What follows belongs to an exercise in optimizing a design on an open flow for small area, a short achievable clock period and few clock cycles; a production flow would make more cautious choices.
RTL that was checked went through simulation tests only; none was proved equivalent to the original.
Only the layout flow was run in runs 2 to 6; the RTL was not checked for function there.
Power figures rest on the tool's default switching activity, not on a simulated workload.

==> flow/design.v <==
module rv_core (
    input         clk,
    input         rst,
    output [31:0] imem_addr,
    input  [31:0] imem_rdata,
    output [31:0] dmem_addr,
    output [31:0] dmem_wdata,
    output        dmem_we,
    input  [31:0] dmem_rdata
);
top_module core (
    .clk        (clk),
    .reset_F    (rst),
    .reset_D    (rst),
    .reset_E    (rst),
    .reset_M    (rst),
    .reset_W    (rst),
    .pc_sel     (1'b1),
    .en_F       (1'b1),
    .en_D       (1'b1),
    .instr      (imem_rdata),
    .read_data  (dmem_rdata),
    .pc_out     (imem_addr),
    .write_en   (dmem_we),
    .write_data (dmem_wdata),
    .alu_result (dmem_addr)
);
endmodule
module top_module (clk,reset_F,reset_D,reset_E,reset_M,reset_W,pc_sel
					,en_F,en_D,instr,read_data,pc_out,write_en
					,write_data,alu_result);
input clk,reset_F,reset_D,reset_E,reset_M,reset_W,pc_sel,en_F,en_D;
input [31:0] instr,read_data;
output [31:0] pc_out,write_data,alu_result;
output write_en;
wire alu_sel,reg_write,jalr_sel,bne_beq_sel,jump,branch,mem_write;
wire [1:0] result_sel,imm_sel;
wire [2:0] alu_control;
wire [31:0] instrD;
control_unit c1(.instr(instrD),
				.result_sel(result_sel),
				.mem_write(mem_write),
				.alu_sel(alu_sel),
				.imm_sel(imm_sel),
				.reg_write(reg_write),
				.alu_control(alu_control),
				.jalr_sel(jalr_sel),
				.bne_beq_sel(bne_beq_sel),
				.jump(jump),
				.branch(branch));
datapath d1(.instr(instr),
			.instrD(instrD),
			.read_data(read_data),
			.clk(clk),
			.reset_F(reset_F),
			.reset_D(reset_D),
			.reset_E(reset_E),
			.reset_M(reset_M),
			.reset_W(reset_W),
			.pc_sel(pc_sel),
			.en_F(en_F),
			.en_D(en_D),
			.reg_write(reg_write),
			.alu_sel(alu_sel),
			.alu_control(alu_control),
			.result_sel(result_sel),
			.imm_sel(imm_sel),
			.pc_out(pc_out),
			.alu_result_out(alu_result),
			.write_dataM(write_data),
			.jalr_sel(jalr_sel),
			.bne_beq_sel(bne_beq_sel),
			.jump(jump),
			.branch(branch),
			.mem_write(mem_write),
			.mem_writeM(write_en));
endmodule
module datapath (instr,instrD,read_data,clk,reset_F,reset_D,reset_E,reset_M,reset_W,pc_sel,en_F,en_D,reg_write,alu_sel,alu_control,result_sel,imm_sel,pc_out
				,alu_result_out,write_dataM,jalr_sel,bne_beq_sel,jump,branch,mem_write,mem_writeM);
input [31:0] instr;
input [31:0] read_data;
input clk,reset_F,reset_D,reset_E,reset_M,reset_W,pc_sel,en_F,en_D;
input reg_write,alu_sel,jalr_sel,bne_beq_sel,jump,branch,mem_write;
input [2:0] alu_control;
input [1:0] result_sel,imm_sel;
output mem_writeM;
output [31:0] pc_out;
output [31:0] alu_result_out;
output [31:0] write_dataM;
output [31:0] instrD;
wire [31:0] pcF;
wire [31:0] pcD,pc_plus4D,rd1,rd2,immexD;
wire [4:0] rs1D,rs2D,rdD;
assign rs1D = instrD [19:15];
assign rs2D = instrD [24:20];
assign rdD = instrD [11:7];
wire reg_writeE,alu_selE,jalr_selE,bne_beq_selE,mem_writeE,jumpE,branchE;
wire [2:0] alu_controlE;
wire [1:0] result_selE;
wire [31:0] pcE,pc_plus4E,rd1E,rd2E,immexE;
wire [4:0] rs1E,rs2E,rdE;
wire [31:0] write_dataE;
wire reg_writeM;
wire [1:0] result_selM;
wire [31:0] pc_plus4M,alu_resultM;
wire [4:0] rdM;
wire reg_writeW;
wire [1:0] result_selW;
wire [31:0] pc_plus4W,alu_resultW,read_dataW;
wire [4:0] rdW;
wire [1:0] forwardAE,forwardBE;
wire stallF,stallD,flushD,flushE;
wire [31:0] sourceB,sourceA;
wire zero,zero_flag;
wire pc_sel_real;
wire [31:0] pc_next,pc_target,pc_plus4;
wire [31:0] pc_or_reg;     
mux2 pc_mux(.mux_out (pc_next),
			.in0 (pc_plus4),
			.in1 (pc_or_reg),
			.sel (pc_sel_real));
full_adder_behave add_plus_4(.f_sum (pc_plus4),
					         .a (32'd4),
							 .b (pcF));		 
wire [31:0] result;
reg_file reg_file1(.a1 (instrD[19:15]),
				   .a2 (instrD[24:20]),
				   .a3 (rdW),
				   .wd3 (result),
				   .rd1 (rd1),
				   .rd2 (rd2),
				   .clk (clk),
				   .we3 (reg_writeW));
sign_extend extend(.in (instrD[31:7]),
				   .out (immexD),
				   .sel (imm_sel));
mux3 source_forwardingA(.mux_out (sourceA),
						.in0 (rd1E),
						.in1 (result),
						.in2 (alu_resultM),
						.sel (forwardAE));
mux3 source_forwardingB(.mux_out (write_dataE),
						.in0 (rd2E),
						.in1 (result),
						.in2 (alu_resultM),
						.sel (forwardBE));
full_adder_behave add_imm(.f_sum (pc_target),
						  .a (immexE),
					      .b (pcE));						   			   
mux2 reg_out_mux(.mux_out (sourceB),
				 .in0 (write_dataE),
				 .in1 (immexE),
				 .sel (alu_selE));
wire [31:0] alu_res;
ALU alu1(.zero (zero),
		 .ALUout (alu_res),
		 .a (sourceA),
		 .b (sourceB),
		 .ALUControl (alu_controlE));
assign zero_flag = bne_beq_selE ? zero : ~zero;
assign pc_sel_real = pc_sel ? (jumpE | (zero_flag & branchE)) : 1'b0;
mux2 jalr_mux(.mux_out (pc_or_reg),
			  .in0 (pc_target),
			  .in1 (alu_res),
			  .sel (jalr_selE));
mux3 result_mux(.mux_out (result),
				.in0 (alu_resultW),
				.in1 (read_dataW),
				.in2 (pc_plus4W),
				.sel (result_selW));
wire en_F_real = en_F ? stallF : 1'b0;
d_flip_flop #(32) featch(.in(pc_next),
						 .out(pcF),
						 .clk(clk),
						 .reset(reset_F),
						 .en(en_F_real));
wire reset_D_real = reset_D ? 1'b1 : flushD;
wire en_D_real = en_D ? stallD : 1'b0;
wire [95:0] decode_in = {instr,pcF,pc_plus4};
wire [95:0] decode_out;
assign {instrD,pcD,pc_plus4D} = decode_out;
d_flip_flop #(96) decode(.in(decode_in),
						 .out(decode_out),
						 .clk(clk),
						 .reset(reset_D_real),
						 .en(en_D_real));
wire reset_E_real = reset_E ? 1'b1 : flushE;
wire [186:0] excute_in = {reg_write,alu_sel,jalr_sel,bne_beq_sel,alu_control,result_sel,mem_write,rd1,rd2,pcD,rs1D,rs2D,rdD,immexD,pc_plus4D,jump,branch};
wire [186:0] excute_out;
assign {reg_writeE,alu_selE,jalr_selE,bne_beq_selE,alu_controlE,result_selE,mem_writeE,rd1E,rd2E,pcE,rs1E,rs2E,rdE,immexE,pc_plus4E,jumpE,branchE} = excute_out;
d_flip_flop #(187) excute(.in(excute_in),
						  .out(excute_out),
						  .clk(clk),
						  .reset(reset_E_real),
						  .en(1'b0));
wire [104:0] mem_in = {reg_writeE,result_selE,mem_writeE,alu_res,write_dataE,rdE,pc_plus4E};
wire [104:0] mem_out;
assign {reg_writeM,result_selM,mem_writeM,alu_resultM,write_dataM,rdM,pc_plus4M} = mem_out;
d_flip_flop #(105) memory(.in(mem_in),
						  .out(mem_out),
						  .clk(clk),
						  .reset(reset_M),
						  .en(1'b0));
wire [103:0] write_back_in = {reg_writeM,result_selM,alu_resultM,read_data,rdM,pc_plus4M};
wire [103:0] write_back_out;
assign {reg_writeW,result_selW,alu_resultW,read_dataW,rdW,pc_plus4W} = write_back_out;
d_flip_flop #(104) write_back(.in(write_back_in),
							  .out(write_back_out),
							  .clk(clk),
							  .reset(reset_W),
							  .en(1'b0));
hazerd_unit u0(.rs1D(rs1D),
			   .rs2D(rs2D),
			   .rdE(rdE),
			   .rs1E(rs1E),
			   .rs2E(rs2E),
			   .pc_sel(pc_sel_real),
			   .result_selE(result_selE[0]),
			   .rdM(rdM),
			   .reg_writeM(reg_writeM),
			   .rdW(rdW),
			   .reg_writeW(reg_writeW),
			   .forwardAE(forwardAE),
			   .forwardBE(forwardBE),
			   .stallF(stallF),
			   .stallD(stallD),
			   .flushD(flushD),
			   .flushE(flushE));
assign pc_out = pcF;
assign alu_result_out = alu_resultM;
endmodule
module control_unit (instr,result_sel,mem_write,alu_sel,imm_sel,reg_write,alu_control,jalr_sel,bne_beq_sel,jump,branch);
localparam lw 	  = 7'b0000011;
localparam sw 	  = 7'b0100011;
localparam R_type = 7'b0110011;
localparam I_type = 7'b0010011;
localparam jal    = 7'b1101111;
localparam beq    = 7'b1100011;
localparam jalr   = 7'b1100111;
input [31:0] instr;
output reg_write,alu_sel,mem_write,jalr_sel,branch,jump;
output reg bne_beq_sel;
output reg [2:0] alu_control;
output [1:0] result_sel,imm_sel;
wire [6:0] op_code = instr [6:0];
wire [2:0] func3 = instr [14:12];
wire func7_5 = instr [30];
wire [1:0] alu_operation;
reg [11:0] op;
assign reg_write = op [11];
assign imm_sel = op [10:9];
assign alu_sel = op [8];
assign mem_write = op [7];
assign result_sel = op [6:5];
assign branch = op [4];
assign jump = op [3];
assign alu_operation = op [2:1];
assign jalr_sel = op [0];
always@(op_code)    
begin
	case (op_code)
	lw: op = 	 {1'b1,     2'b00,    1'b1,     1'b0,      2'b01,      1'b0,   1'b0,      2'b00,		1'b0};
	sw: op = 	 {1'b0,     2'b01,    1'b1,     1'b1,      2'b00,      1'b0,   1'b0,      2'b00,	    1'b0};
	beq: op =    {1'b0,     2'b10,    1'b0,     1'b0,      2'b00,      1'b1,   1'b0,      2'b01,		1'b0};
	jal: op = 	 {1'b1,     2'b11,    1'b0,     1'b0,      2'b10,      1'b0,   1'b1,      2'b00,		1'b0};
	I_type: op = {1'b1,     2'b00,    1'b1,     1'b0,      2'b00,      1'b0,   1'b0,      2'b10,		1'b0};
	R_type: op = {1'b1,     2'b00,    1'b0,     1'b0,      2'b00,      1'b0,   1'b0,      2'b10,		1'b0};
	jalr: op =   {1'b1,     2'b00,    1'b1,     1'b0,      2'b10,      1'b0,   1'b1,      2'b00,		1'b1};
	default : op = 0;
	endcase
end
always@(*)    
begin
	if (func3 == 3'b001)
		bne_beq_sel = 1'b0;
	else 
		bne_beq_sel = 1'b1;
	if (alu_operation == 2'b0)
		alu_control = 3'b000;    
	else if (alu_operation == 2'b01)
		alu_control = 3'b001;    
	else      
	begin
		case (func3)
		3'b000: 
			begin 
				if ({op_code[5],func7_5} == 2'b11)
					alu_control = 3'b001;      
				else
					alu_control = 3'b000;      
			end
		3'b010: alu_control = 3'b101;        
		3'b110: alu_control = 3'b011;        
		3'b111: alu_control = 3'b010;        
		default : 	alu_control = 3'b000;
		endcase
	end
end
endmodule
module hazerd_unit (rs1D,rs2D,rdE,rs1E,rs2E,pc_sel,result_selE,rdM,reg_writeM,rdW
					,reg_writeW,forwardAE,forwardBE,stallF,stallD,flushD,flushE);
input pc_sel,result_selE,reg_writeM,reg_writeW;
input [4:0] rdE,rdM,rdW,rs1D,rs2D,rs1E,rs2E;
output reg stallF,stallD,flushD,flushE;
output reg [1:0] forwardAE,forwardBE;
always@(*)
begin
	if (((rs1E == rdM) & reg_writeM) & (rs1E != 0)) 
		forwardAE = 2'b10;
	else if (((rs1E == rdW) & reg_writeW) & (rs1E != 0))
		forwardAE = 2'b01;
	else 
		forwardAE = 2'b00;
	if (((rs2E == rdM) & reg_writeM) & (rs2E != 0)) 
		forwardBE = 2'b10;
	else if (((rs2E == rdW) & reg_writeW) & (rs2E != 0))
		forwardBE = 2'b01;
	else 
		forwardBE = 2'b00;
end
wire lwStall;
assign lwStall = result_selE  & ((rs1D == rdE) | (rs2D == rdE));
always@(lwStall or pc_sel)
begin
	stallF = 1'b0;
	stallD = 1'b0;
	flushE = 1'b0;
	flushD = 1'b0;
	if (lwStall == 1'b1)
		begin
			stallF = lwStall;
			stallD = lwStall;
		end	
	if ((lwStall | pc_sel)== 1'b1)
	begin
		flushD = pc_sel;
		flushE = lwStall | pc_sel;
	end
end
endmodule
module ALU (zero,ALUout,a,b,ALUControl);
	output reg zero;
	output reg signed [31:0] ALUout;
	input [2:0] ALUControl;
	input [31:0] a,b;
	always @(*) 
	begin
		case (ALUControl)
		3'b010 : ALUout = a & b;    
		3'b011 : ALUout = a | b;    
		3'b000 : ALUout = a + b;    
		3'b001 : ALUout = a - b;    
		3'b101 : ALUout = ($signed(a)<$signed(b))? 1:0;    
		default : ALUout = 0;
		endcase
		if (ALUout == 0)
			zero = 1;
		else 
			zero = 0;
	end
endmodule
module reg_file (a1,a2,a3,wd3,rd1,rd2,clk,we3);
input clk,we3;
input [4:0] a1,a2,a3;
input [31:0] wd3;
output [31:0] rd1,rd2;
reg [31:0] mem [31:1];
assign rd1 = (a1 == 5'd0) ? 32'd0 : mem [a1];
assign rd2 = (a2 == 5'd0) ? 32'd0 : mem [a2];
always@(negedge clk)
	if (we3 && (a3 != 5'd0))
		mem [a3] <= wd3;
	else
		mem [a3] <= mem [a3];
endmodule
module sign_extend (in,out,sel);
input [31:7] in;
input [1:0] sel;
output reg [31:0] out;
always@(*)
	if (sel == 2'b00)    
		out = {{20{in[31]}}, in[31:20]};
	else if (sel == 2'b01)   
		out = {{20{in[31]}}, in[31:25], in[11:7]};
	else if (sel == 2'b10)		 
		out = {{20{in[31]}}, in[7], in[30:25], in[11:8], 1'b0};
	else       
		out = {{12{in[31]}}, in[19:12], in[20], in[30:21], 1'b0};
endmodule
module mux2 (mux_out,in0,in1,sel);
	output [31:0] mux_out;
	input [31:0] in0,in1;
	input sel;
	assign mux_out = sel ? in1 : in0;
endmodule
module mux3 (mux_out,in0,in1,in2,sel);
	output reg [31:0] mux_out;
	input [31:0] in0,in1,in2;
	input [1:0] sel;
	always@(*)
		case (sel)
		2'b00:	mux_out = in0;
		2'b01:	mux_out = in1;
		2'b10:	mux_out = in2;
		2'b11:	mux_out = 32'd0;
		endcase
endmodule
module full_adder_behave (f_sum,a,b);
	output reg [31:0] f_sum;
	input [31:0] a,b;
	always @ (*)
		f_sum = a + b ;
endmodule
module d_flip_flop #(parameter n = 32)(in,out,clk,reset,en);
input [n-1:0] in;
input clk,reset,en;
output reg [n-1:0] out;
always@(posedge clk)
	if (!en)
	begin
		if (reset)
			out <= 32'd0;
		else
			out <= in;
	end
	else
		out <= out;
endmodule
==> flow/run.sh <==
#!/bin/bash
# synth_recipe.tcl (not shown) runs the flow's synth.tcl, then flattens the netlist and writes it again
# the make line also repeats each setting of config.mk as NAME=value (left out here)
make -C /OpenROAD-flow-scripts/flow DESIGN_CONFIG=/design/flow/config.mk WORK_HOME=/design/flow/orfs CLKGATE_MAP_FILE= SYNTH_SCRIPT=/design/flow/synth_recipe.tcl finish
==> flow/config.mk <==
export PLATFORM = sky130hd
export DESIGN_NAME = rv_core
export DESIGN_NICKNAME = rv_core
export VERILOG_FILES = /design/flow/design.v
export SDC_FILE = /design/flow/constraint.sdc
export NUM_CORES = 8
export LEC_CHECK = 0
export CAP_MARGIN = 20
export CORE_MARGIN = 2
export CORE_UTILIZATION = 40
export SLEW_MARGIN = 20
==> flow/constraint.sdc <==
create_clock -name core_clock -period 8.0 [get_ports {clk}]
set_input_delay 1.6000 -clock core_clock [delete_from_list [all_inputs] [get_ports {clk}]]
set_output_delay 1.6000 -clock core_clock [all_outputs]
set_load 0.01 [all_outputs]
==> results.cfg, run 1 <==
[run_status]
status = no timing/DRC/antenna violations

[grt]
grt.overflow.total = 0
antenna_found_initial = 8
grt_pass1_vias = 50300
grt_usage_pct = 25.1
grt_pass1_wl_mm = 331
grt_max_degree = 186

[floorplan]
dieArea_um2 = 182000
die_w_um = 426
rows = 154
start_util_pct = 40.4
io_pins = 163
core_um2 = 176000
die_h_um = 426

[timing]
clock_skew_ps = 65.4
fmax_ghz = 0.131
min_period_over_period_pct = 95.2
period_needed_ps = 7620
slew_viol_final = 0
rsz0062_at_grt = false
setup_violations = 0
tightest_slew_ps = 1200
hold_violations = 0
tns_ps = 0
slew_headroom_pct = 19.4

[detailed_routing]
via_per_inst = 5.71
wl_mm = 228
drc = 0
initialDrtViolationCount = 4923
vias = 48000
wl_per_cell_um = 27.1
dr.pass1.iters = 6
drtAntennaViolNets = 0

[placement]
place_congestion = 0.964
hpwl_mm = 142
port_buffers = 162
place_area_um2 = 76000

[run]
cap_violations = 0

[setup_path]
regToRegSetupSlack_ps = 380
path_class = reg2reg
worstReg2RegStart = core.d1.write_back.out[35]
startpoint_type = flip-flop
critPathLaunch = core.d1.write_back.out[35]
crit_path_cell_trace = xnor2_1 -> nand4_1 -> nor4_2 -> buf_4 -> buf_4 -> mux2i_1 -> o21ai_0 -> mux2_2 -> ha_1 -> inv_2 -> or4_1 -> o211ai_1 -> a31oi_1 -> o41ai_2 -> mux2i_1 -> a211o_1 -> nor4_1 -> nand3_1 -> or4_4 -> o211a_4 -> buf_12 -> and2_1
slowest_delay_ps = 630
worstSetupEndpointType = flip-flop
critPathSlowestCell = or4_4
required_ps = 8580
arrival_ps = 8190
critPathMaxFanout = 147

[synthesis]
synth-edff-count = 1118
netlist_area_um2 = 71200
async_flop_share_pct = 0
yosysSeqAreaShare_pct = 57.9
synthDistinctLibCells = 89
ys_warn_count = 12
avgSynthCellArea_um2 = 14.7
synth_ff_type = edfxtp_1
synth_cells = 4837
synth-seq-cells = 1500

[final_layout]
area_growth_pct = 19.8
multiInputGateArea_um2 = 28100
layout.area.seq_um2 = 41200
nNetsFinal = 6125
fin_area_um2 = 85400
fill_cells = 15600
drive_above_1_share_pct = 18.9

[clock_tree]
cts_max_level = 4
path_clk_slew_ps = 60
hold_buffers = 0
cts_tree = done
post_cts_resized = 0
clockRootBuffer = clkbuf_16
clkLatencyLatePin_ps = 830
post_cts_buffers = 0
cts_sinks = 1500
cts_made_buffers = 163
clk_path_buf_depth = 3

[pwr]
max-vdd-ir-drop_mv = 0.209
p_per_area_nw_per_um2 = 241
p_leak_nw = 32.9
finalPower_mw = 20.5

[min_path]
hold_class = reg2reg
min_from = core.d1.memory.out[0]
metal layers:
layer | vias to the layer above | part of all wire [%] | global-route usage [%]
li1 | 20900 | - | -
met1 | 24700 | 39 | 31.6
met2 | 1985 | 49 | 40.6
met3 | 442 | 7.3 | 5.67
met4 | 6 | 4.6 | 13.1
met5 | - | 0.018 | 0
kinds of logic after synthesis:
| kind of cell | share of synthesized area, % |
|---|---|
| compound gates | 6.04 |
| xor+xnor | 1.20 |
| fa+ha+maj | 2.37 |
| buf+inv | 3.30 |
| flops | 57.9 |
| mux | 21.2 |
| simple gates | 8.05 |
cells in the mapped netlist, drive strengths merged, types with 19 or more instances:
library cell	number	area share (%)
nor3	29	0.20
inv	117	0.62
dfxtp	382	11
clkbuf	243	1.3
xnor2	63	0.77
mux2	25	0.40
and3	96	0.84
nor2b	205	1.8
a31oi	19	0.18
nand2b	52	0.46
edfxtp	1118	47
o21a	33	0.35
nand2	181	0.95
nand4	24	0.21
xor2	35	0.43
a21oi	195	1.4
o22ai	34	0.30
mux2i	181	2.5
mux4	577	18
o21ai	160	1.1
and2	69	0.61
nor2	353	1.9
nor4	19	0.18
a21o	26	0.27
a22oi	39	0.41
ha	130	2.3
nand3	46	0.32
o211ai	53	0.57
buf	156	1.4
power by group:
group | internal, mW | switching [mW]
clock | 5.25 | 4.59
sequential | 8.54 | 0.123
combinational | 0.816 | 1.22
total | 14.6 | 5.93
registers in the layout (all words and copies together), names as in the netlist:
name                    count
core.d1.reg_file1.mem     992
core.d1.excute.out        173
core.d1.memory.out        105
core.d1.write_back.out    104
core.d1.decode.out         94
core.d1.featch.out         32
per-stage QoR:
stage	util (%)	setup WS (ps)	cells	hold slack, ps
3_5_place_dp	43.0	464	7109	423
4_1_cts	48.4	429	8402	437
3_3_place_gp	43.0	523	7109	421
5_1_grt	48.4	7.86	8403	447
2_1_floorplan	-	685	4837	414
6_report	48.4	384	8404	432
cells in the final DEF (no fill, tap or decap), types with 26 or more instances in the layout:
cell type / count
a21o_1: 26
inv_1: 1135
a22oi_1: 39
clkbuf_16: 166
nand3_1: 46
xor2_1: 35
nand2b_1: 52
nor2b_1: 204
o21ai_2: 31
and2_1: 69
clkdlybuf4s50_1: 161
edfxtp_1: 1118
mux4_2: 577
nor2_1: 321
nand2_1: 180
mux2i_1: 181
ha_1: 130
o21ai_0: 121
o21a_1: 33
nor2_4: 32
buf_12: 28
o211ai_1: 52
buf_4: 141
o22ai_1: 34
nor3_1: 28
a21oi_1: 193
xnor2_1: 63
dfxtp_1: 380
and3_1: 96
path summary, 6_finish.rpt:
| check | cells after the start | end |
|---|---|---|
| setup / recovery | 22 | core.d1.decode.out[50] |
| hold / removal | 1 | core.d1.write_back.out[0] |
| setup reg to reg | 22 | core.d1.decode.out[50] |
| hold reg to reg | 1 | core.d1.write_back.out[0] |
final cells by class:
class | instances | share of cell area (%)
Antenna cell | 1 | 0.00293
Clock buffer | 184 | 5.04
Clock inverter | 1110 | 5.97
Inverter | 117 | 0.520
Multi-Input combinational cell | 2820 | 32.9
Sequential cell | 1500 | 48.3
Tap cell | 2340 | 3.43
Timing Repair Buffer | 332 | 3.80
critical path, delay by kind of cell (launching register included):
| kind | cells | cell delay [ps] |
|---|---|---|
| compound gates | 6 | 1850 |
| simple gates | 7 | 2510 |
| fa+ha+maj | 1 | 470 |
| xor+xnor | 1 | 160 |
| flops | 1 | 500 |
| buf+inv | 4 | 980 |
| mux | 3 | 770 |
Testbench counts, summed over its fixed seeds: cycles 125,688.
==> run 2: changes to the inputs <==
==> flow/design.v (replaced) <==
module rv_core (
    input         clk,
    input         rst,
    output [31:0] imem_addr,
    input  [31:0] imem_rdata,
    output [31:0] dmem_addr,
    output [31:0] dmem_wdata,
    output        dmem_we,
    input  [31:0] dmem_rdata
);
integer k;
genvar  i;
reg  [31:2] pcF;
reg  [31:0] irD;
reg  [31:2] pcD;
reg         validD;
reg  [31:0] aE, bE, sdE;
reg         cinE;
reg         selSumE, selSltE, selOrE, selAndE, selSdE;
reg         brE, bneE, predE, jalrE, ldE, stE, wenE;
reg  [4:0]  rdE;
reg  [31:0] aluM, sdM;
reg         stM, wenM, ldM;
reg  [4:0]  rdM;
wire [31:0] resM = ldM ? dmem_rdata : aluM;
wire [31:0] rfq [0:31];
assign rfq[0] = 32'd0;
generate
    for (i = 1; i < 32; i = i + 1) begin : g_rf
        reg [31:0] q;
        always @(posedge clk)
            if (wenM && rdM == i)
                q <= resM;
        assign rfq[i] = q;
    end
endgenerate
wire [6:0] op  = irD[6:0];
wire [2:0] f3  = irD[14:12];
wire [4:0] rs1 = irD[19:15];
wire [4:0] rs2 = irD[24:20];
wire [4:0] rd  = irD[11:7];
wire isJal   = op[6] & op[3];
wire isJalr  = op[6] & ~op[3] & op[2];
wire isBr    = op[6] & ~op[2];
wire isAlu   = ~op[6] & op[4];
wire isLoad  = ~op[6] & ~op[4] & ~op[5];
wire isStore = ~op[6] & ~op[4] & op[5];
wire usesRs1 = ~isJal;
wire usesRs2 = op[5] & ~op[2];
wire writes  = ~op[5] | op[4] | op[2];
wire wenD    = writes & (rd != 5'd0);
wire [31:0] immI = {{20{irD[31]}}, irD[31:20]};
wire [31:0] immS = {{20{irD[31]}}, irD[31:25], irD[11:7]};
wire [31:0] immB = {{20{irD[31]}}, irD[7], irD[30:25], irD[11:8], 1'b0};
wire [31:0] immJ = {{12{irD[31]}}, irD[19:12], irD[20], irD[30:21], 1'b0};
wire [31:0] dec1 = 32'd1 << rs1;
wire [31:0] dec2 = 32'd1 << rs2;
reg  [31:0] rfA, rfB;
always @* begin
    rfA = 32'd0;
    rfB = 32'd0;
    for (k = 1; k < 32; k = k + 1) begin
        rfA = rfA | (rfq[k] & {32{dec1[k]}});
        rfB = rfB | (rfq[k] & {32{dec2[k]}});
    end
end
wire [31:0] aluOut;
wire bAE = wenE & (rdE == rs1);
wire bAM = wenM & (rdM == rs1);
wire bBE = wenE & (rdE == rs2);
wire bBM = wenM & (rdM == rs2);
wire [31:0] valA = bAE ? aluOut : bAM ? resM : rfA;
wire [31:0] valB = bBE ? aluOut : bBM ? resM : rfB;
wire stall = validD & ldE & ((bAE & usesRs1) | (bBE & usesRs2));
wire x1busy = (wenE & (rdE == 5'd1)) | (wenM & (rdM == 5'd1));
wire predD  = isJal | (isBr & irD[31]) | (isJalr & (rs1 == 5'd1) & ~x1busy);
wire [31:0] tbase = isJalr ? rfq[1] : {pcD, 2'b00};
wire [31:0] timm  = isJal ? immJ : isBr ? immB : immI;
wire [31:0] tgtD  = tbase + timm;
wire redirE;
wire redirD = validD & predD & ~stall;
wire goE    = validD & ~stall & ~redirE;
wire invB    = isAlu & ~f3[2] & (f3[1] | (op[5] & irD[30]));
wire useImm  = ~op[6] & ~(op[5] & op[4]) | isJalr;
wire [31:0] immIS = isStore ? immS : immI;
wire [31:0] bSel  = useImm ? immIS : valB;
wire [31:0] sum = aE + bE + {31'd0, cinE};
wire lt = (aE[31] == bE[31]) ? aE[31] : sum[31];
assign aluOut = ({32{selSumE}} & sum)
              | {31'd0, selSltE & lt}
              | ({32{selOrE}}  & (aE | bE))
              | ({32{selAndE}} & (aE & bE))
              | ({32{selSdE}}  & sdE);
wire eq    = (aE == bE);
wire taken = eq ^ bneE;
assign redirE = (brE & (taken ^ predE)) | jalrE;
wire [31:2] tgtE = brE ? sdE[31:2] : sum[31:2];
always @(posedge clk) begin
    if (rst)
        pcF <= 30'd0;
    else if (redirE)
        pcF <= tgtE;
    else if (stall)
        pcF <= pcF;
    else if (redirD)
        pcF <= tgtD[31:2];
    else
        pcF <= pcF + 30'd1;
    if (!stall) begin
        irD <= imem_rdata;
        pcD <= pcF;
    end
    validD <= ~rst & ~redirE & (stall | ~redirD);
    aE      <= valA;
    bE      <= bSel ^ {32{invB}};
    cinE    <= invB;
    sdE     <= isStore ? valB : (isBr & ~predD) ? tgtD : {pcF, 2'b00};
    selSumE <= ~op[6] & ~op[4] | isAlu & ~f3[2] & ~f3[1];
    selSltE <= isAlu & ~f3[2] & f3[1];
    selOrE  <= isAlu & f3[2] & ~f3[0];
    selAndE <= isAlu & f3[2] & f3[0];
    selSdE  <= op[6];
    bneE    <= f3[0];
    predE   <= predD;
    rdE     <= rd;
    if (rst) begin
        brE <= 1'b0; jalrE <= 1'b0; ldE <= 1'b0; stE <= 1'b0; wenE <= 1'b0;
    end else begin
        brE   <= goE & isBr;
        jalrE <= goE & isJalr & ~predD;
        ldE   <= goE & isLoad & wenD;
        stE   <= goE & isStore;
        wenE  <= goE & wenD;
    end
    aluM <= aluOut;
    sdM  <= sdE;
    rdM  <= rdE;
    ldM  <= ldE;
    if (rst) begin
        stM <= 1'b0; wenM <= 1'b0;
    end else begin
        stM  <= stE;
        wenM <= wenE;
    end
end
assign imem_addr  = {pcF, 2'b00};
assign dmem_addr  = aluM;
assign dmem_wdata = sdM;
assign dmem_we    = stM;
endmodule
==> results.cfg, run 2 <==
[run_status]
status = no timing/DRC/antenna violations

[detailed_routing]
wl_mm = 286
vias = 50200
drc = 0
initialDrtViolationCount = 10800
wl_per_cell_um = 41.5
via_per_inst = 7.28
dr.pass1.iters = 8
drtAntennaViolNets = 0

[timing]
clock_skew_ps = 39.5
tightest_slew_ps = 1310
slew_viol_final = 0
tns_ps = 0
hold_violations = 0
rsz0062_at_grt = false
period_needed_ps = 5740
setup_violations = 0
slew_headroom_pct = 12.5
fmax_ghz = 0.174
min_period_over_period_pct = 71.7
timing.hold.ws_ps = 378

[grt]
grt.overflow.total = 0
grt_usage_pct = 37.6
grt_pass1_vias = 46800
grt_pass1_wl_mm = 383
grt_max_degree = 53
antenna_found_initial = 18

[floorplan]
core_um2 = 144000
dieArea_um2 = 148000
start_util_pct = 40.4
die_w_um = 385
die_h_um = 385
io_pins = 163
rows = 139

[setup_path]
endpoint = pcF[25]
startpoint_type = flip-flop
critPathMaxFanout = 31
r2r_end = pcF[25]
ff2ff_path_depth = 16
critPathLaunch = irD[6]
worstReg2RegStart = irD[6]
path_class = reg2reg
arrival_ps = 6410
worstSetupEndpointType = flip-flop
required_ps = 8670
regToRegSetupSlack_ps = 2260

[final_layout]
multiInputGateArea_um2 = 21000
layout.area.seq_um2 = 35900
final_common_cell = edfxtp_1
largest_reg_flops = 992
final_cell_mix = edfxtp_1, a22oi_1, nand2_1
fin_area_um2 = 67000
utilization_pct = 46.6
top_register = g_rf.q
nNetsFinal = 5042
fill_cells = 12800
area_growth_pct = 15.3
drive_above_1_share_pct = 10.7

[synthesis]
synth_ff_type = edfxtp_1
synth_top_area_share_pct = 54.4
yosysTopAreaCell = edfxtp_1
synth_fa_ha_area_share_pct = 2.17
async_flop_share_pct = 0
netlist_area_um2 = 58100
ys_top_cells_by_count = edfxtp_1, a22oi_1, nand2_1, clkbuf_1, nor2_1
synth-edff-count = 1052
muxShareOfSynthArea_pct = 1.60
synth_area_leaders = edfxtp_1, a22oi_1, dfxtp_1, nand2_1, ha_1
synth-seq-cells = 1269
synth_compound_area_share_pct = 19.8
yosysSeqAreaShare_pct = 61.9
synth-simple-area-share_pct = 9.73
ys_warn_count = 1
synth_cells = 4770
avgSynthCellArea_um2 = 12.2
synth_top_family_by_area = compound AO/OA/AOI/OAI gates
synth_xor_xnor_area_share_pct = 1.67
synthDistinctLibCells = 95
yosysMostFrequentCell = edfxtp_1

[clock_tree]
path_clk_slew_ps = 60
cts_tree = done
post_cts_buffers = 0
cts_max_level = 4
cts_sinks = 1269
post_cts_resized = 0
hold_buffers = 0
clockRootBuffer = clkbuf_16
cts_made_buffers = 136
clkLatencyLatePin_ps = 810
clk_path_buf_depth = 3

[pwr]
sequentialPowerShare_pct = 46.2
p_leak_nw = 23.4
sw_frac_of_total_pct = 28.7
max-vdd-ir-drop_mv = 0.214
clock_power_share_pct = 37.4
combinationalPowerShare_pct = 16.4
power_switching_mw = 4.97
p_per_area_nw_per_um2 = 259
intPower_mw = 12.4
finalPower_mw = 17.3

[min_path]
hold_class = reg2reg

[placement]
port_buffers = 158
place_congestion = 0.971
hpwl_mm = 166
place_area_um2 = 62500

[run]
cap_violations = 0
run 2: cell types whose count changed in the layout (fill, tap and decap cells not counted), moves of 172 or more:
cell,before,now
a22oi_1,39,648
nor2_1,321,149
inv_1,1135,111
mux4_2,577,0
nand2_1,180,436
nor2b_1,204,16
run 2: metal layers:
layer / vias up / wire (um) / track usage, %
met5: - / 322 / 0.877
met4: 25 / 26500 / 25.5
met3: 1575 / 48900 / 16.9
met2: 5240 / 115000 / 53.6
met1: 24100 / 94900 / 45.4
li1: 19200 / - / -
run 2: worst min path at each step:
| stage | to | depth (start not counted) | from |
|---|---|---|---|
| floorplan | ldM | 0 | ldE |
| global placement | ldM | 0 | ldE |
| detailed placement | ldM | 0 | ldE |
| CTS | ldM | 0 | ldE |
| global route | ldM | 0 | ldE |
| finish | ldM | 0 | ldE |
run 2: layout make-up:
| cell class | instances | share of cell area, % |
|---|---|---|
| multi-input cells | 3046 | 31.3 |
| repair buffers | 311 | 4.17 |
| well taps | 1903 | 3.55 |
| flip-flops and latches | 1269 | 53.6 |
| clock inverters | 70 | 1.06 |
| clock buffers | 172 | 5.61 |
| inverters | 113 | 0.635 |
| diodes | 7 | 0.0261 |
run 2: logic make-up after synthesis:
| kind of cell | after synthesis |
|---|---|
| compound gates | 1551 |
| xor+xnor | 111 |
| fa+ha+maj | 99 |
| buf+inv | 456 |
| flops | 1269 |
| mux | 86 |
| other cells | 1 |
| simple gates | 1197 |
run 2: worst max-delay path, stage by stage (launching register included):
cell      delay (ps)
edfxtp_1         800
inv_1            310
nor2_4           690
nand2_1          190
inv_1            100
ha_1             240
a211oi_1         870
o211ai_1         290
nand4_1          270
o31ai_1          110
buf_4            160
a22oi_1          450
a21boi_1         160
o21ai_0          440
nor2b_1          230
mux2i_1          220
nor3_1            80
run 2: power groups by stage:
stage                     combinational [mW]  sequential [mW]  clock, mW
after detailed placement                2.70             8.15          0
after CTS                               2.71             8.01       6.45
after floorplan                         1.50             8.08          0
after global placement                  2.68             8.15          0
after global routing                    2.95             8.03       6.71
final                                   2.84             8.02       6.47
run 2: through the flow:
step | worst slack, ps | cells
2_1_floorplan | 3920 | 4771
3_3_place_gp | 2270 | 6639
3_5_place_dp | 2310 | 6641
4_1_cts | 2290 | 6883
5_1_grt | 1870 | 6884
6_report | 2260 | 6891
==> run 3: changes to the inputs <==
--- a/flow/config.mk
+++ b/flow/config.mk
@@ -9,3 +9,4 @@
 export CORE_MARGIN = 2
 export CORE_UTILIZATION = 40
+export SETUP_SLACK_MARGIN = 5
 export SLEW_MARGIN = 20
==> results.cfg, run 3 <==
[final_layout]
largest_reg_flops = 992
area_growth_pct = 31.0
nNetsFinal = 5505
final_cell_mix = edfxtp_1, a22oi_1, nand2_1
drive_above_1_share_pct = 28.7
final_common_cell = edfxtp_1
top_register = g_rf.q
fin_area_um2 = 76100
utilization_pct = 52.9
fill_cells = 11900

[detailed_routing]
wl_mm = 318
drtAntennaViolNets = 0
via_per_inst = 7.40
dr.pass1.iters = 13
drc = 0
wl_per_cell_um = 43.2
initialDrtViolationCount = 11600
vias = 54500

[synthesis]
synth-seq-cells = 1269
synth_top_area_share_pct = 54.4
synth_ff_type = edfxtp_1
synth_area_leaders = edfxtp_1, a22oi_1, dfxtp_1, nand2_1, ha_1
yosysSeqAreaShare_pct = 61.9
ys_warn_count = 1
synth_cells = 4770
netlist_area_um2 = 58100
async_flop_share_pct = 0
avgSynthCellArea_um2 = 12.2
yosysTopAreaCell = edfxtp_1
synth-edff-count = 1052
yosysMostFrequentCell = edfxtp_1
synthDistinctLibCells = 95
ys_top_cells_by_count = edfxtp_1, a22oi_1, nand2_1, clkbuf_1, nor2_1

[timing]
tns_ps = 0
min_period_over_period_pct = 48.4
slew_viol_final = 0
fmax_ghz = 0.258
clock_skew_ps = 44.3
tightest_slew_ps = 1230
rsz0062_at_grt = true
hold_violations = 0
setup_violations = 0
period_needed_ps = 3870
postLayoutSetupSlackWorst_ps = 4130
slew_headroom_pct = 18.2

[placement]
hpwl_mm = 168
dp_slack_ps = 2800
port_buffers = 158
place_area_um2 = 62600
place_congestion = 0.997

[grt]
grt_pass1_vias = 49700
antenna_found_initial = 17
grt_max_degree = 50
grt.overflow.total = 0
grt_pass1_wl_mm = 416
grt_usage_pct = 41.2

[floorplan]
die_w_um = 385
die_h_um = 385
dieArea_um2 = 148000
io_pins = 163
core_um2 = 144000
start_util_pct = 40.4
rows = 139

[setup_path]
required_ps = 8690
critPathMaxFanout = 11
startpoint_type = flip-flop
path_class = reg2reg
path_delay_family = compound AO/OA/AOI/OAI gates
crit_path_cell_trace = buf_6 -> nand2b_4 -> nor2_4 -> mux2_4 -> ha_4 -> a211oi_4 -> o211ai_1 -> buf_4 -> nand4_1 -> o31ai_4 -> a22oi_2 -> buf_4 -> a21boi_4 -> o21ai_4 -> nor2b_4 -> mux2i_1 -> nor3_1
path_buf_inv = 3
critPathSlowestCell = edfxtp_1
slowest_delay_ps = 430
arrival_ps = 4560
critPathMostFrequentCell = buf_4
worstSetupEndpointType = flip-flop

[run_status]
status = no timing/DRC/antenna violations

[clock_tree]
cts_sinks = 1269
cts_tree = done
clkLatencyLatePin_ps = 830
clockRootBuffer = clkbuf_16
cts_max_level = 4
clk_path_buf_depth = 3
path_clk_slew_ps = 60
cts_made_buffers = 136
hold_buffers = 0

[pwr]
max-vdd-ir-drop_mv = 0.189
p_per_area_nw_per_um2 = 240
p_leak_nw = 27.3
sw_frac_of_total_pct = 30.0
combinationalPowerShare_pct = 20.9
sequentialPowerShare_pct = 43.7
clock_power_share_pct = 35.4
power_switching_mw = 5.49
intPower_mw = 12.8

[run]
cap_violations = 0

[min_path]
hold_class = reg2reg
-- run 3: cell counts after synthesis --
No cell type changed its count.
-- run 3: repair_timing --
action                     CTS  global route
hold endpoints to repair     0             0
buffers inserted           334           108
resized for setup          971           356
pin swaps                  222           224
setup endpoints to repair  352           204
gates cloned                20             6
-- run 3: path summary, 6_finish.rpt --
path / slack, ps / to / cells after the start / start
hold reg to reg: 360 / ldM / 0 / ldE
hold / removal: 360 / ldM / 0 / ldE
setup reg to reg: 4130 / pcF[25] / 17 / irD[6]
setup / recovery: 4130 / pcF[25] / 17 / irD[6]
-- run 3: power by group through the flow --
stage          registers [mW]  clock network (mW)  logic, mW
3_5_place_dp             8.15                   0       2.74
5_1_grt                  8.02                6.68       3.90
3_3_place_gp             8.15                   0       2.72
2_1_floorplan            8.08                   0       1.52
6_report                 8.00                6.47       3.82
4_1_cts                  8.00                6.42       3.33
-- run 3: kinds of logic after synthesis --
group	Yosys count	synth area share, %
other cells	1	0.00645
simple gates	1197	9.73
mux	86	1.60
buf+inv	456	3.16
xor+xnor	111	1.67
compound gates	1551	19.8
flops	1269	61.9
fa+ha+maj	99	2.17
-- run 3: layer usage --
| layer | vias to the layer above | GRT usage, % | share of wire [%] |
|---|---|---|---|
| met5 | - | 1.30 | 0.23 |
| met4 | 44 | 33.2 | 11 |
| met3 | 2062 | 21.2 | 18 |
| met2 | 6153 | 57.7 | 39 |
| met1 | 26100 | 46.7 | 31 |
| li1 | 20100 | - | - |
-- run 3: final cells by class --
cell class                 count  area, um^2  share of cell area, %
clock buffer                 169        3760                   4.94
tap                         1903        2380                   3.13
timing repair inverter         1        8.76                 0.0115
inverter                     113         437                  0.574
timing repair buffer         764        8290                   10.9
clock inverter                72         717                  0.942
antenna                       12        30.0                 0.0395
sequential                  1269       36100                   47.4
multi-input combinational   3055       24400                   32.0
-- run 3: through the flow --
stage	cells	hold WS (ps)	power (mW)
floorplan	4771	331	9.60
global placement	6637	339	10.9
detailed placement	6637	337	10.9
CTS	7232	357	17.8
global route	7347	378	18.6
finish	7358	359	18.3
-- run 3: worst register-to-register path, delay by kind of cell, from the launching register on --
family	cells	cell delay [ps]
AOI/OAI and AO/OA	6	1240
buffers and inverters	3	580
adders and majority gates	1	240
and+or+nand+nor	5	740
muxes	2	560
DFF	1	430
==> run 4: changes to the inputs <==
--- a/flow/config.mk
+++ b/flow/config.mk
@@ -6,4 +6,5 @@
 export NUM_CORES = 8
 export LEC_CHECK = 0
+export ABC_CLOCK_PERIOD_IN_PS = 3000
 export CAP_MARGIN = 20
 export CORE_MARGIN = 2
==> results.cfg, run 4 <==
[floorplan]
die_h_um = 385
dieArea_um2 = 148000
rows = 139
core_um2 = 144000
io_pins = 163
die_w_um = 385
start_util_pct = 40.4

[final_layout]
largest_reg_flops = 992
multiInputGateArea_um2 = 24400
area_growth_pct = 31.0
drive_above_1_share_pct = 28.7
final_cell_mix = edfxtp_1, a22oi_1, nand2_1
final_common_cell = edfxtp_1
fin_area_um2 = 76100
fill_cells = 11900
nNetsFinal = 5505
top_register = g_rf.q
layout.area.seq_um2 = 36100

[pwr]
p_per_area_nw_per_um2 = 240
p_leak_nw = 27.3
max-vdd-ir-drop_mv = 0.189

[timing]
rsz0062_at_grt = true
min_period_over_period_pct = 48.4
slew_headroom_pct = 18.2
tns_ps = 0
tightest_slew_ps = 1230
clock_skew_ps = 44.3
slew_viol_final = 0
fmax_ghz = 0.258
setup_violations = 0
hold_violations = 0
period_needed_ps = 3870

[setup_path]
worstReg2RegStart = irD[6]
worstSetupEndpointType = flip-flop
critPathMaxFanout = 11
startpoint_type = flip-flop
regToRegSetupSlack_ps = 4130
arrival_ps = 4560
critPathLaunch = irD[6]
required_ps = 8690
path_class = reg2reg

[detailed_routing]
drc = 0
initialDrtViolationCount = 11600
dr.pass1.iters = 13
drtAntennaViolNets = 0
vias = 54500
wl_mm = 318
wl_per_cell_um = 43.2
via_per_inst = 7.40

[clock_tree]
clkLatencyLatePin_ps = 830
clockRootBuffer = clkbuf_16
cts_max_level = 4
cts_sinks = 1269
cts_tree = done
cts_made_buffers = 136
clk_path_buf_depth = 3
path_clk_slew_ps = 60
hold_buffers = 0

[grt]
grt_busiest_layer = met2
grt_use_met3_pct = 21.2
grt_pass1_wl_mm = 416
grt_usage_pct = 41.2
grt.overflow.total = 0
grt_pass1_vias = 49700
grt_util_met2_pct = 57.7
use_met1_pct = 46.7
grt_max_degree = 50
antenna_found_initial = 17

[synthesis]
synth-seq-cells = 1269
avgSynthCellArea_um2 = 12.2
yosysSeqAreaShare_pct = 61.9
synth-simple-area-share_pct = 9.73
synth_top_family_by_area = compound AO/OA/AOI/OAI gates
netlist_area_um2 = 58100
synth_ff_type = edfxtp_1
ys_warn_count = 1
synth_xor_xnor_area_share_pct = 1.67
muxShareOfSynthArea_pct = 1.60
async_flop_share_pct = 0
synth_top_area_share_pct = 54.4
synthDistinctLibCells = 95
ys_top_cells_by_count = edfxtp_1, a22oi_1, nand2_1, clkbuf_1, nor2_1
synth_fa_ha_area_share_pct = 2.17
synth_compound_area_share_pct = 19.8
synth_area_leaders = edfxtp_1, a22oi_1, dfxtp_1, nand2_1, ha_1
yosysMostFrequentCell = edfxtp_1
yosysTopAreaCell = edfxtp_1
synth-edff-count = 1052
synth_cells = 4770

[run_status]
status = no timing/DRC/antenna violations

[placement]
port_buffers = 158
place_area_um2 = 62600
hpwl_mm = 168
place_congestion = 0.997

[min_path]
hold_class = reg2reg
min_from = ldE

[run]
cap_violations = 0
## run 4: cell counts after synthesis
Identical to the previous run, type by type.
## run 4: final cells by class
class | count | area share (%)
flip-flops and latches | 1269 | 47.4
repair buffers | 764 | 10.9
repair inverters | 1 | 0.0115
well taps | 1903 | 3.13
inverters | 113 | 0.574
clock inverters | 72 | 0.942
clock buffers | 169 | 4.94
diodes | 12 | 0.0395
multi-input cells | 3055 | 32.0
## run 4: report_power, final
group	leakage [nW]	internal (mW)	total, mW	switching (mW)
combinational	13.6	1.35	3.82	2.47
sequential	11.5	7.82	8.00	0.188
clock	2.19	3.65	6.47	2.82
total	27.3	12.8	18.3	5.49
## run 4: critical path: stages, from the launching register on
cell,delay [ps]
edfxtp_1,430
buf_6,200
nand2b_4,70
nor2_4,200
mux2_4,360
ha_4,240
a211oi_4,340
o211ai_1,120
buf_4,190
nand4_1,200
o31ai_4,120
a22oi_2,340
buf_4,190
a21boi_4,60
o21ai_4,260
nor2b_4,200
mux2i_1,190
nor3_1,60
## run 4: metrics by stage
| stage | std cells | hold WS, ps | total power [mW] | setup slack, ps | utilization [%] |
|---|---|---|---|---|---|
| 2_1_floorplan | 4771 | 331 | 9.60 | 4550 | - |
| 3_3_place_gp | 6637 | 339 | 10.9 | 2780 | 43.5 |
| 3_5_place_dp | 6637 | 337 | 10.9 | 2800 | 43.5 |
| 4_1_cts | 7232 | 357 | 17.8 | 4230 | 51.0 |
| 5_1_grt | 7347 | 378 | 18.6 | 4030 | 52.9 |
| 6_report | 7358 | 359 | 18.3 | 4130 | 52.9 |
## run 4: final timing paths
kind	endpoint	cells past startpoint
hold / removal	ldM	0
setup / recovery	pcF[25]	17
setup reg to reg	pcF[25]	17
hold reg to reg	ldM	0
## run 4: logic make-up after synthesis
kind of cell    Yosys count
compound gates         1551
xor+xnor                111
fa+ha+maj                99
buf+inv                 456
flops                  1269
mux                      86
other cells               1
simple gates           1197
## run 4: layer usage
metal	up-vias	share of wire (%)
li1	20100	-
met1	26100	31
met2	6153	39
met3	2062	18
met4	44	11
met5	-	0.23
## run 4: repair_timing
item | 4_1_cts | 5_1_grt
pin swaps | 222 | 224
gates cloned | 20 | 6
endpoints found under the setup margin | 352 | 204
buffers inserted | 334 | 108
gates resized for setup | 971 | 356
==> run 5: changes to the inputs <==
==> flow/design.v (replaced) <==
module rv_core (
    input         clk,
    input         rst,
    output [31:0] imem_addr,
    input  [31:0] imem_rdata,
    output [31:0] dmem_addr,
    output [31:0] dmem_wdata,
    output        dmem_we,
    input  [31:0] dmem_rdata
);
integer k;
genvar  i;
reg  [31:2] pcF;
reg  [31:0] aX, bX, sdX;
reg         cinX;
reg         selSumX, selSltX, selOrX, selAndX, selSdX;
reg         brX, bneX, predX, jalrX, ldX, stX, wenX;
reg  [4:0]  rdX;
reg  [31:0] aluM, sdM;
reg         stM, wenM, ldM;
reg  [4:0]  rdM;
wire [31:0] resM = ldM ? dmem_rdata : aluM;
wire [31:0] rfq [0:31];
assign rfq[0] = 32'd0;
generate
    for (i = 1; i < 32; i = i + 1) begin : g_rf
        reg [31:0] q;
        always @(posedge clk)
            if (wenM && rdM == i)
                q <= resM;
        assign rfq[i] = q;
    end
endgenerate
wire [31:0] ir  = imem_rdata;
wire [6:0]  op  = ir[6:0];
wire [2:0]  f3  = ir[14:12];
wire [4:0]  rs1 = ir[19:15];
wire [4:0]  rs2 = ir[24:20];
wire [4:0]  rd  = ir[11:7];
wire isJal   = op[6] & op[3];
wire isJalr  = op[6] & ~op[3] & op[2];
wire isBr    = op[6] & ~op[2];
wire isAlu   = ~op[6] & op[4];
wire isLoad  = ~op[6] & ~op[4] & ~op[5];
wire isStore = ~op[6] & ~op[4] & op[5];
wire usesRs1 = ~isJal;
wire usesRs2 = op[5] & ~op[2];
wire writes  = ~op[5] | op[4] | op[2];
wire wenF    = writes & (rd != 5'd0);
wire [31:0] immI = {{20{ir[31]}}, ir[31:20]};
wire [31:0] immS = {{20{ir[31]}}, ir[31:25], ir[11:7]};
wire [31:2] immB = {{20{ir[31]}}, ir[7], ir[30:25], ir[11:9]};
wire [31:2] immJ = {{12{ir[31]}}, ir[19:12], ir[20], ir[30:22]};
wire [31:0] dec1 = 32'd1 << rs1;
wire [31:0] dec2 = 32'd1 << rs2;
reg  [31:0] rfA, rfB;
always @* begin
    rfA = 32'd0;
    rfB = 32'd0;
    for (k = 1; k < 32; k = k + 1) begin
        rfA = rfA | (rfq[k] & {32{dec1[k]}});
        rfB = rfB | (rfq[k] & {32{dec2[k]}});
    end
end
wire [31:0] aluOut;
wire bAX = wenX & (rdX == rs1);
wire bAM = wenM & (rdM == rs1);
wire bBX = wenX & (rdX == rs2);
wire bBM = wenM & (rdM == rs2);
wire [31:0] valA = bAX ? aluOut : bAM ? resM : rfA;
wire [31:0] valB = bBX ? aluOut : bBM ? resM : rfB;
wire stall = ldX & ((bAX & usesRs1) | (bBX & usesRs2));
wire x1busy = (wenX & (rdX == 5'd1)) | (wenM & (rdM == 5'd1));
wire isRet  = isJalr & (rs1 == 5'd1) & (ir[31:20] == 12'd0) & ~x1busy;
wire predF  = isJal | (isBr & ir[31]) | isRet;
wire [31:2] pcInc = pcF + 30'd1;
wire [31:2] tgtF  = pcF + (isJal ? immJ : immB);
wire redirX;
wire goX = ~stall & ~redirX;
wire invB    = isAlu & ~f3[2] & (f3[1] | (op[5] & ir[30]));
wire useImm  = ~op[6] & ~(op[5] & op[4]) | isJalr;
wire [31:0] immIS = isStore ? immS : immI;
wire [31:0] bSel  = useImm ? immIS : valB;
wire [31:0] sum = aX + bX + {31'd0, cinX};
wire lt = (aX[31] == bX[31]) ? aX[31] : sum[31];
assign aluOut = ({32{selSumX}} & sum)
              | {31'd0, selSltX & lt}
              | ({32{selOrX}}  & (aX | bX))
              | ({32{selAndX}} & (aX & bX))
              | ({32{selSdX}}  & sdX);
wire eq    = (aX == bX);
wire taken = eq ^ bneX;
assign redirX = (brX & (taken ^ predX)) | jalrX;
wire [31:2] tgtX = brX ? sdX[31:2] : sum[31:2];
always @(posedge clk) begin
    if (rst)
        pcF <= 30'd0;
    else if (redirX)
        pcF <= tgtX;
    else if (stall)
        pcF <= pcF;
    else if (predF)
        pcF <= isRet ? rfq[1][31:2] : tgtF;
    else
        pcF <= pcInc;
    aX      <= valA;
    bX      <= bSel ^ {32{invB}};
    cinX    <= invB;
    sdX     <= isStore ? valB : (isBr & ~predF) ? {tgtF, 2'b00} : {pcInc, 2'b00};
    selSumX <= ~op[6] & ~op[4] | isAlu & ~f3[2] & ~f3[1];
    selSltX <= isAlu & ~f3[2] & f3[1];
    selOrX  <= isAlu & f3[2] & ~f3[0];
    selAndX <= isAlu & f3[2] & f3[0];
    selSdX  <= op[6];
    bneX    <= f3[0];
    predX   <= predF;
    rdX     <= rd;
    if (rst) begin
        brX <= 1'b0; jalrX <= 1'b0; ldX <= 1'b0; stX <= 1'b0; wenX <= 1'b0;
    end else begin
        brX   <= goX & isBr;
        jalrX <= goX & isJalr & ~isRet;
        ldX   <= goX & isLoad & wenF;
        stX   <= goX & isStore;
        wenX  <= goX & wenF;
    end
    aluM <= aluOut;
    sdM  <= sdX;
    rdM  <= rdX;
    ldM  <= ldX;
    if (rst) begin
        stM <= 1'b0; wenM <= 1'b0;
    end else begin
        stM  <= stX;
        wenM <= wenX;
    end
end
assign imem_addr  = {pcF, 2'b00};
assign dmem_addr  = aluM;
assign dmem_wdata = sdM;
assign dmem_we    = stM;
endmodule
--- a/flow/config.mk
+++ b/flow/config.mk
@@ -6,5 +6,4 @@
 export NUM_CORES = 8
 export LEC_CHECK = 0
-export ABC_CLOCK_PERIOD_IN_PS = 3000
 export CAP_MARGIN = 20
 export CORE_MARGIN = 2
==> results.cfg, run 5 <==
[timing]
setup_violations = 0
period_needed_ps = 4160
slew_viol_final = 0
rsz0062_at_grt = true
timing.hold.ws_ps = 377
postLayoutSetupSlackWorst_ps = 3840
slew_headroom_pct = 12.3
clock_skew_ps = 39.6
min_period_over_period_pct = 52.0
fmax_ghz = 0.241
hold_violations = 0
tightest_slew_ps = 1320
tns_ps = 0

[clock_tree]
clk_path_buf_depth = 3
clkLatencyLatePin_ps = 810
cts_tree = done
cts_sinks = 1208
cts_made_buffers = 133
cts_max_level = 4
path_clk_slew_ps = 60
clockRootBuffer = clkbuf_16

[grt]
grt_usage_pct = 47.0
grt_max_degree = 52
grt_pass1_wl_mm = 458
grt_pass1_vias = 51500
grt.overflow.total = 0
antenna_found_initial = 34

[placement]
place_congestion = 0.984
hpwl_mm = 175
port_buffers = 158
dp_slack_ps = 1660

[final_layout]
drive_above_1_share_pct = 37.3
largest_reg_flops = 992
layout.area.seq_um2 = 34300
area_growth_pct = 41.8
top_register = g_rf.q
nNetsFinal = 5820
multiInputGateArea_um2 = 26500
utilization_pct = 57.2
final_common_cell = edfxtp_1
final_cell_mix = edfxtp_1, a22oi_1, buf_4
fill_cells = 11000

[detailed_routing]
wl_per_cell_um = 47.5
met3_length_mm = 71.0
initialDrtViolationCount = 14300
drc = 0
drtAntennaViolNets = 0
via_per_inst = 7.63
wl_met2_mm = 135
dr.pass1.iters = 22
wl_mm = 364
top_layer = met5
vias = 58500
met1Wirelength_mm = 106

[pwr]
max-vdd-ir-drop_mv = 0.250
finalPower_mw = 18.6
p_leak_nw = 29.6
p_per_area_nw_per_um2 = 232

[synthesis]
synth_top_area_share_pct = 52.7
ys_warn_count = 1
async_flop_share_pct = 0
synth-seq-cells = 1208
synth-edff-count = 992
synth_cells = 4776
yosysMostFrequentCell = edfxtp_1
synth_area_leaders = edfxtp_1, a22oi_1, dfxtp_1, nand2_1, ha_1
netlist_area_um2 = 56500
yosysSeqAreaShare_pct = 60.4
ys_top_cells_by_count = edfxtp_1, a22oi_1, nand2_1, nor2_1, dfxtp_1
synthDistinctLibCells = 91
avgSynthCellArea_um2 = 11.8
synth_ff_type = edfxtp_1
yosysTopAreaCell = edfxtp_1

[setup_path]
worstReg2RegStart = aX[21]
critPathMaxFanout = 7
path_class = in2reg
critPathLaunch = imem_rdata[6]
arrival_ps = 4840
startpoint_type = input pin
required_ps = 8680
worstSetupEndpointType = flip-flop

[min_path]
hold_class = reg2reg
min_from = sdX[1]

[run_status]
status = no timing/DRC/antenna violations

[floorplan]
die_h_um = 380
die_w_um = 380
dieArea_um2 = 144000
start_util_pct = 40.4
io_pins = 163
rows = 137
core_um2 = 140000

[run]
cap_violations = 0
-- run 5: report_power, final --
group / internal, mW / switching [mW]
Combinational: 1.43 / 2.92
Clock: 3.79 / 2.75
Sequential: 7.50 / 0.221
-- run 5: cells by family (layout without fill, tap and decap cells) --
group           count (synthesis)  count (layout)  share of synthesized area, %
mux                            79              79                          1.49
fa+ha+maj                      97              97                          2.19
flops                        1208            1208                          60.4
compound gates               1534            1534                          19.9
xor+xnor                      118             118                          1.83
other cells                     1              32                       0.00664
simple gates                 1282            1316                          10.9
buf+inv                       457            1406                          3.34
-- run 5: path summary, 6_finish.rpt --
path,endpoint,cells past startpoint,slack (ps)
worst min-delay path,sdM[1],0,380
worst max register to register,pcF[26],11,4090
worst max-delay path,sdX[31],15,3840
worst min register to register,sdM[1],0,380
-- run 5: per-layer routing --
metal,track usage [%],vias up
met2,63.2,7199
met4,42.3,75
met5,9.19,-
met3,30.2,2833
li1,-,20700
met1,49.3,27700
-- run 5: per-stage QoR --
| step | instances | area, um^2 |
|---|---|---|
| after floorplan | 4777 | 59200 |
| after global placement | 6626 | 61900 |
| after detailed placement | 6626 | 61900 |
| after CTS | 7427 | 75700 |
| after global routing | 7651 | 80000 |
| final | 7666 | 80100 |
-- run 5: critical path, cell delays in order --
cell and delay [ps]:
buf_6 70, buf_6 120, and2_4 230, mux2_4 340
ha_4 250, a21o_1 170, a221o_1 410, a41oi_4 260
o21a_1 200, o211a_1 210, o31a_1 250, buf_6 130
o211ai_1 130, a41oi_4 340, mux2i_1 120
-- run 5: area by class of cell --
cell class | count | share of cell area [%]
sequential | 1208 | 42.8
timing repair inverter | 1 | 0.00625
clock inverter | 72 | 1.12
antenna | 30 | 0.0938
clock buffer | 166 | 4.49
multi-input combinational | 3146 | 33.1
tap | 1876 | 2.93
inverter | 121 | 0.581
timing repair buffer | 1046 | 14.9
-- run 5: timing repair --
| action | 4_1_cts | 5_1_grt |
|---|---|---|
| gates cloned | 47 | 14 |
| resized for setup | 1136 | 472 |
| setup endpoints to repair | 242 | 182 |
| buffers inserted | 516 | 194 |
| hold buffers | 0 | 0 |
| endpoints found under the hold margin | 0 | 0 |
| pin swaps | 333 | 317 |
==> run 6: changes to the inputs <==
--- a/flow/config.mk
+++ b/flow/config.mk
@@ -9,4 +9,4 @@
 export CORE_MARGIN = 2
 export CORE_UTILIZATION = 40
-export SETUP_SLACK_MARGIN = 5
+export SETUP_SLACK_MARGIN = 3.5
 export SLEW_MARGIN = 20
==> results.cfg, run 6 <==
[synthesis]
yosysSeqAreaShare_pct = 60.4
ys_warn_count = 1
netlist_area_um2 = 56500
yosysMostFrequentCell = edfxtp_1
avgSynthCellArea_um2 = 11.8
ys_top_cells_by_count = edfxtp_1, a22oi_1, nand2_1, nor2_1, dfxtp_1
synth_area_leaders = edfxtp_1, a22oi_1, dfxtp_1, nand2_1, ha_1
synth_top_area_share_pct = 52.7
synth-edff-count = 992
synthDistinctLibCells = 91
async_flop_share_pct = 0
synth_cells = 4776
synth-seq-cells = 1208
synth_ff_type = edfxtp_1
yosysTopAreaCell = edfxtp_1

[placement]
hpwl_mm = 182
numPlacedInstances = 6671
place_congestion = 1.02
place_area_um2 = 61100
port_buffers = 158

[clock_tree]
path_clk_slew_ps = 60
hold_buffers = 0
clk_path_buf_depth = 3
clkLatencyLatePin_ps = 780
cts_tree = done
cts_made_buffers = 131
clockRootBuffer = clkbuf_16
cts_max_level = 4
cts_sinks = 1208

[setup_path]
regToRegSetupSlack_ps = 3620
path_delay_family = simple AND/OR/NAND/NOR gates
critPathMaxFanout = 14
worstSetupEndpointType = flip-flop
r2r_end = pcF[26]
arrival_ps = 5370
critPathSlowestCell = nor2b_4
worstReg2RegStart = aX[0]
required_ps = 8650
crit_path_cell_trace = clkdlybuf4s50_1 -> buf_4 -> nor2b_4 -> buf_4 -> and2_4 -> buf_4 -> a22oi_1 -> nand2_1 -> nor4_1 -> nand3_1 -> o211ai_1 -> and3_1 -> a2111o_1
slowest_delay_ps = 460
crit_cells = 13
startpoint_type = input pin
path_class = in2reg
ff2ff_path_depth = 12
critPathMostFrequentCell = buf_4
path_buf_inv = 4

[min_path]
min_from = sdX[13]
min_path_cells = 0
hold_end = sdM[13]
hold_class = reg2reg

[final_layout]
drive_above_1_share_pct = 14.6
fin_area_um2 = 67200
area_growth_pct = 18.9
nNetsFinal = 5215
final_common_cell = edfxtp_1
top_register = g_rf.q
largest_reg_flops = 992
final_cell_mix = edfxtp_1, a22oi_1, nand2_1
finalNonFillerCells = 7058

[run_status]
status = no timing/DRC/antenna violations

[grt]
grt_pass1_vias = 47800
grt_usage_pct = 40.4
grt_max_degree = 51
antenna_found_initial = 28
grt_pass1_wl_mm = 403
grt.overflow.total = 0

[pwr]
p_leak_nw = 24.1
finalPower_mw = 17.4
max-vdd-ir-drop_mv = 0.220
p_per_area_nw_per_um2 = 259

[floorplan]
rows = 137
die_h_um = 380
core_um2 = 140000
dieArea_um2 = 144000
die_w_um = 380
io_pins = 163
start_util_pct = 40.4

[detailed_routing]
vias = 52300
drtAntennaViolNets = 0
wl_mm = 306
dr.pass1.iters = 13
initialDrtViolationCount = 12100
wl_per_cell_um = 43.3
drc = 0
via_per_inst = 7.41

[timing]
tightest_slew_ps = 1440
setup_violations = 0
slew_headroom_pct = 3.23
clock_skew_ps = 38.4
min_period_over_period_pct = 59.0
fmax_ghz = 0.212
hold_violations = 0
rsz0062_at_grt = true
slew_viol_final = 0
period_needed_ps = 4720
tns_ps = 0

[run]
cap_violations = 0
-- run 6: cell count changes in the layout (fill, tap and decap cells not counted), moves of 38 or more --
| cell | previous run | this run |
|---|---|---|
| buf_4 | 510 | 273 |
| nor4_1 | 20 | 73 |
| o21ai_0 | 83 | 156 |
| a22oi_1 | 563 | 780 |
| a22oi_2 | 217 | 0 |
| buf_12 | 191 | 33 |
| buf_6 | 121 | 7 |
| nand3_1 | 108 | 163 |
| dlygate4sd2_1 | 38 | 0 |
| nand3_2 | 43 | 5 |
| clkdlybuf4s50_1 | 35 | 150 |
| dfxtp_1 | 167 | 215 |
| buf_8 | 42 | 0 |
-- run 6: cell families (layout without fill, tap and decap cells) --
logic type	count (synthesis)	in the layout	synth area share, %
AO/OA/AOI/OAI	1534	1534	19.9
XOR/XNOR	118	118	1.83
adder cells (fa/ha/maj)	97	97	2.19
buffers and inverters	457	832	3.34
flip-flops	1208	1208	60.4
multiplexers	79	79	1.49
other	1	25	0.00664
AND/OR/NAND/NOR	1282	1289	10.9
-- run 6: final cells by class --
class,instances,area [um^2]
Antenna cell,23,57.6
Clock buffer,162,3550
Clock inverter,78,815
Fill cell,12500,72700
Inverter,121,455
Multi-Input combinational cell,3119,21500
Sequential cell,1208,34100
Tap cell,1876,2350
Timing Repair Buffer,471,4370
-- run 6: worst max path at each step --
stage | from | to | slack [ps]
CTS | imem_rdata[31] | sdX[23] | 3430
global placement | imem_rdata[6] | sdX[23] | 1370
floorplan | imem_rdata[6] | sdX[31] | 3490
global route | imem_rdata[18] | pcF[8] | 3470
finish | imem_rdata[20] | bX[27] | 3280
detailed placement | imem_rdata[6] | sdX[23] | 1430
-- run 6: worst register-to-register path: cells and delay by family, from the launching register on --
kind | cells | cell delay (ps)
compound gates | 6 | 2420
xor+xnor | 1 | 140
fa+ha+maj | 2 | 770
buf+inv | 1 | 90
flops | 1 | 390
simple gates | 2 | 400
-- run 6: what timing repair did --
action | in CTS | in global routing
gates resized for setup | 69 | 68
setup buffers | 63 | 53
setup endpoints to repair | 121 | 88
pin swaps | 20 | 26
gates cloned | 2 | 5
-- run 6: metal layers --
layer | wire [um] | track usage (%)
met3 | 53800 | 19.9
met1 | 95700 | 46.0
met5 | 326 | 0.132
met4 | 35700 | 34.7
met2 | 120000 | 56.4
-- run 6: power breakdown --
group	switching, mW	internal [mW]
combinational	2.42	0.995
sequential	0.233	7.48
clock	2.67	3.63
-- run 6: metrics by stage --
| stage | worst slack (ps) | utilization (%) | hold WS [ps] |
|---|---|---|---|
| final | 3280 | 48.0 | 370 |
| after global routing | 3470 | 48.0 | 380 |
| after global placement | 1370 | 43.7 | 363 |
| after CTS | 3430 | 47.4 | 372 |
| after detailed placement | 1430 | 43.7 | 368 |
| after floorplan | 3490 | - | 332 |

==> separate check: timing with driven ports <==
Ports are ideal in the flow. The routed layouts listed here were re-timed in OpenROAD.
Step 1 assumes that a clkbuf_16 drives the clock port and a buf_2 every other input.
Step 2 moves the port delays by t, midway between the first and last clock arrival at a register: inputs arrive t later, outputs are due t later. That takes back most of the time a late clock gives input paths.
a / b / c = ideal / step 1 / step 2; a / b = the first two.
run	t (ns)	setup WS [ns]	worst setup path after step 2
run 2	0.869	2.262 / 2.262 / 2.262	register to register
run 3	0.881	4.126 / 4.126 / 3.901	input to register
run 4	0.881	4.126 / 4.126 / 3.901	input to register
run 5	0.875	3.842 / 3.876 / 3.000	input to register
run 6	0.839	3.282 / 3.322 / 2.483	input to register
After both steps every run listed still meets setup and hold. For run 5, which loses most, drivers alone change the setup slack by +0.034 ns; drivers and shift together by -0.842 ns.
